Source: an optimization exercise on an open RTL-to-GDS flow (aim: a short achievable clock period and few clock cycles). Production flows keep margins and buffers that such runs may drop. RTL that was checked went through simulation tests only; none was proved equivalent to the original. Power figures rest on the tool's default switching activity, not on a simulated workload.

run 1:
// mips_cpu
module mips_cpu (
    input         clk,
    input         rst_n,
    output [31:0] imem_addr,
    input  [31:0] imem_data,
    output        dmem_re,
    output        dmem_we,
    output [31:0] dmem_addr,
    output [31:0] dmem_wdata,
    input  [31:0] dmem_rdata
);
==> flow/config.mk <==
export PLATFORM = sky130hd
export DESIGN_NAME = mips_cpu
export DESIGN_NICKNAME = mips_cpu
export VERILOG_FILES = /design/flow/design.v
export SDC_FILE = /design/flow/constraint.sdc
export NUM_CORES = 8
export LEC_CHECK = 0
export ABC_CLOCK_PERIOD_IN_PS = 3000
export CAP_MARGIN = 50
export CORE_MARGIN = 2
export CORE_UTILIZATION = 55
export PLACE_DENSITY = 0.72
export SETUP_SLACK_MARGIN = 5
export SLEW_MARGIN = 75
export SYNTH_HIERARCHICAL = 1
==> flow/constraint.sdc <==
create_clock -name core_clock -period 10.5 [get_ports {clk}]
set_input_delay 2.1000 -clock core_clock [delete_from_list [all_inputs] [get_ports {clk}]]
set_output_delay 2.1000 -clock core_clock [all_outputs]
set_load 0.01 [all_outputs]
standard.sh (not shown) runs the stock make flow with config.mk's settings and CLKGATE_MAP_FILE= SYNTH_SCRIPT=/design/flow/synth_recipe.tcl, a recipe that flattens the netlist after the stock synthesis.
==> flow/flow/run.sh <==
#!/bin/bash
set -euo pipefail
bash standard.sh SETUP_SLACK_MARGIN=7.5 finish > flow_standard.log 2>&1
Run 1 finished end to end and its layout was clean on timing, DRC and antenna.
Testbench counts of run 1, summed over its fixed seeds: cycles 528,967.
### run 1 -> run 2
--- a/flow/config.mk
+++ b/flow/config.mk
@@ -9 +9 @@
-export CAP_MARGIN = 50
+export CAP_MARGIN = 20
@@ -11,2 +11 @@
-export CORE_UTILIZATION = 55
-export PLACE_DENSITY = 0.72
+export CORE_UTILIZATION = 40
@@ -14 +13 @@
-export SLEW_MARGIN = 75
+export SLEW_MARGIN = 20
Notes after the runs:
Looking at wire length of the first global-routing pass, run 2 sits 2700 um above run 1.
Summary of run 2 over run 1: per-cell routed wire length fell 6.6%; overall power consumption fell 500 uW; worst hold slack fell 0.014 ns.
Compared with run 1, sequential power in run 2 decreased by a few percent.
Run 2 did not stop at any stage, and its layout met the timing, DRC and antenna checks.
Comparing run 1 and run 2, the higher final critical-path required period was measured on run 2.
## Diff of input files: run 3 against run 2
--- a/flow/config.mk
+++ b/flow/config.mk
@@ -11 +11,2 @@
-export CORE_UTILIZATION = 40
+export CORE_UTILIZATION = 55
+export PLACE_DENSITY = 0.72
Run 3: full flow OK, the timing, DRC and antenna checks passed
Run 3 ended up with a higher total stage count of the critical path than run 2 did.
Looking at number of antenna violations at the first check in global routing, run 3 sits 4.0% higher than run 2 does.
Side by side, final-stage net count turned out higher in run 3 than in run 2.
On final instance area, run 3 tracks run 2 almost exactly.
Looking at worst-case hold slack across both flows, run 3 is the weaker of the two, with run 2 ahead.
Relative to run 2, run 3 improves die area.
Final standard cell utilization of the core in run 3 is 19 points higher than in run 2
Summary of run 3 over run 2: power comparable; total number of vias now larger.

========
Another version of the RTL of mips_cpu (not shown whole).
Size in the first run: about 1,500 flip-flops, about 87,000 sq um of cells after synthesis.
clock: 10.5 ns
lec_check: 0
abc_clock_period_in_ps: 3000
cap_margin: 20
core_margin: 2
core_utilization: 55
gpl_timing_driven: 1
setup_slack_margin: 5
slew_margin: 20
run.sh (not shown) runs the stock make flow with config.mk's settings and CLKGATE_MAP_FILE= SYNTH_SCRIPT=/design/flow/synth_recipe.tcl, a recipe that flattens the netlist after the stock synthesis.
Stock flow here: none of the scripts above is used.
Next try:
Settings changed: CORE_UTILIZATION 55 to 40, GPL_TIMING_DRIVEN 1 to not set.
Area after synthesis is unchanged.
Wire length drops slightly.
Design area came out higher slightly.
Setup slack is better by 0.26 ns.
Fmax grows by a few percent.
Count of clock-buffer cells in the layout rises by 1.
Function was not checked in any run of this note: the RTL went through the layout flow alone.

========
== v41 ==
mips_cpu, a different RTL version from the one above (not shown whole).
Size: roughly 7400 cells after synthesis, roughly 160 I/O pins.
==> flow/config.mk <==
export PLATFORM = sky130hd
export DESIGN_NAME = mips_cpu
export DESIGN_NICKNAME = mips_cpu
export VERILOG_FILES = /design/flow/design.v
export SDC_FILE = /design/flow/constraint.sdc
export NUM_CORES = 8
export LEC_CHECK = 0
export ABC_CLOCK_PERIOD_IN_PS = 3000
export CAP_MARGIN = 50
export CORE_MARGIN = 2
export CORE_UTILIZATION = 55
export PLACE_DENSITY = 0.72
export SETUP_SLACK_MARGIN = 5
export SLEW_MARGIN = 75
export SYNTH_HIERARCHICAL = 1
==> flow/constraint.sdc <==
create_clock -name core_clock -period 10.5 [get_ports {clk}]
set_input_delay 2.1000 -clock core_clock [delete_from_list [all_inputs] [get_ports {clk}]]
set_output_delay 2.1000 -clock core_clock [all_outputs]
set_load 0.01 [all_outputs]
standard.sh (not shown) runs the stock make flow with config.mk's settings and CLKGATE_MAP_FILE= SYNTH_SCRIPT=/design/flow/synth_recipe.tcl, a recipe that flattens the netlist after the stock synthesis.
Scripts as last shown in full above: flow/flow/run.sh
Changes in v48 relative to v41:
- SLEW_MARGIN: 75 -> 20
- CAP_MARGIN: 50 -> 20
[summary]
- Looking at detailed-route via count, v48 sits 893 below v41.
- v41 tops out at a higher clock frequency than v48.
- Of the two values seen for last element of the critical path, x_m_lez$_DFF_PN0_ was produced by v41 and pc_n[18]$_DFF_PN1_ by v48.
- Est. power | v48 vs v41 | v48 lower
- [v48] count of cell instances traversed by the critical path fell 2 relative to v41
- Higher largest stage delay on the critical path was reported by v41, not v48.
> inputs changed (v48 -> v15)
- PLACE_DENSITY: 0.72 -> 0.68
- CORE_UTILIZATION: 55 -> 50
==> summary.txt <==
Of v48 and v15, v48 shows the higher met2 layer usage reported by global route, with v15 below it. Against v48 as the reference, v15 delivers a lower cell area power density. The hold slack of v48 and that of v15 are within noise of each other. v15 vs v48: final critical-path share of the clock period down in v15. In v15 the post-synthesis to final-layout area growth turned out 0.18 points lower than in v48.
No functional check of the RTL was part of any run of this note.

[what the ideal ports hide]
The flow's constraints put no driver on any port. The routed layouts listed below were extracted and timed again, unchanged, in two steps.
Step 1 sets driving cells, clkbuf_16 on the clock port and buf_2 on the other inputs (assumed; they add their load-dependent delay and slew).
Step 2 times the ports against the registers' clock, not the clock port: input delays grow and output delays shrink by t, the midpoint of the rising clock arrivals with the driver on.
Slacks: ideal ports / drivers / drivers and shift; pairs: ideal ports / drivers.
run	t (ns)	setup slack, ns	cell pins on the clock port's net
run 1	0.918	6.542 / 6.535 / 5.617	1
run 2	0.944	6.468 / 6.468 / 5.693	1
run 3	0.901	6.596 / 6.528 / 5.627	1
the first run of note 2	0.879	5.019 / 5.019 / 4.494	1
the second run of note 2	0.906	5.275 / 5.275 / 4.441	1
v41	0.911	6.550 / 6.550 / 5.649	1
v48	0.928	6.411 / 6.326 / 5.398	1
v15	0.933	6.502 / 6.502 / 5.638	1
After both steps setup and hold are still met in every run listed. For v48, which loses most, drivers alone change the setup slack by -0.085 ns; drivers and shift together by -1.013 ns.
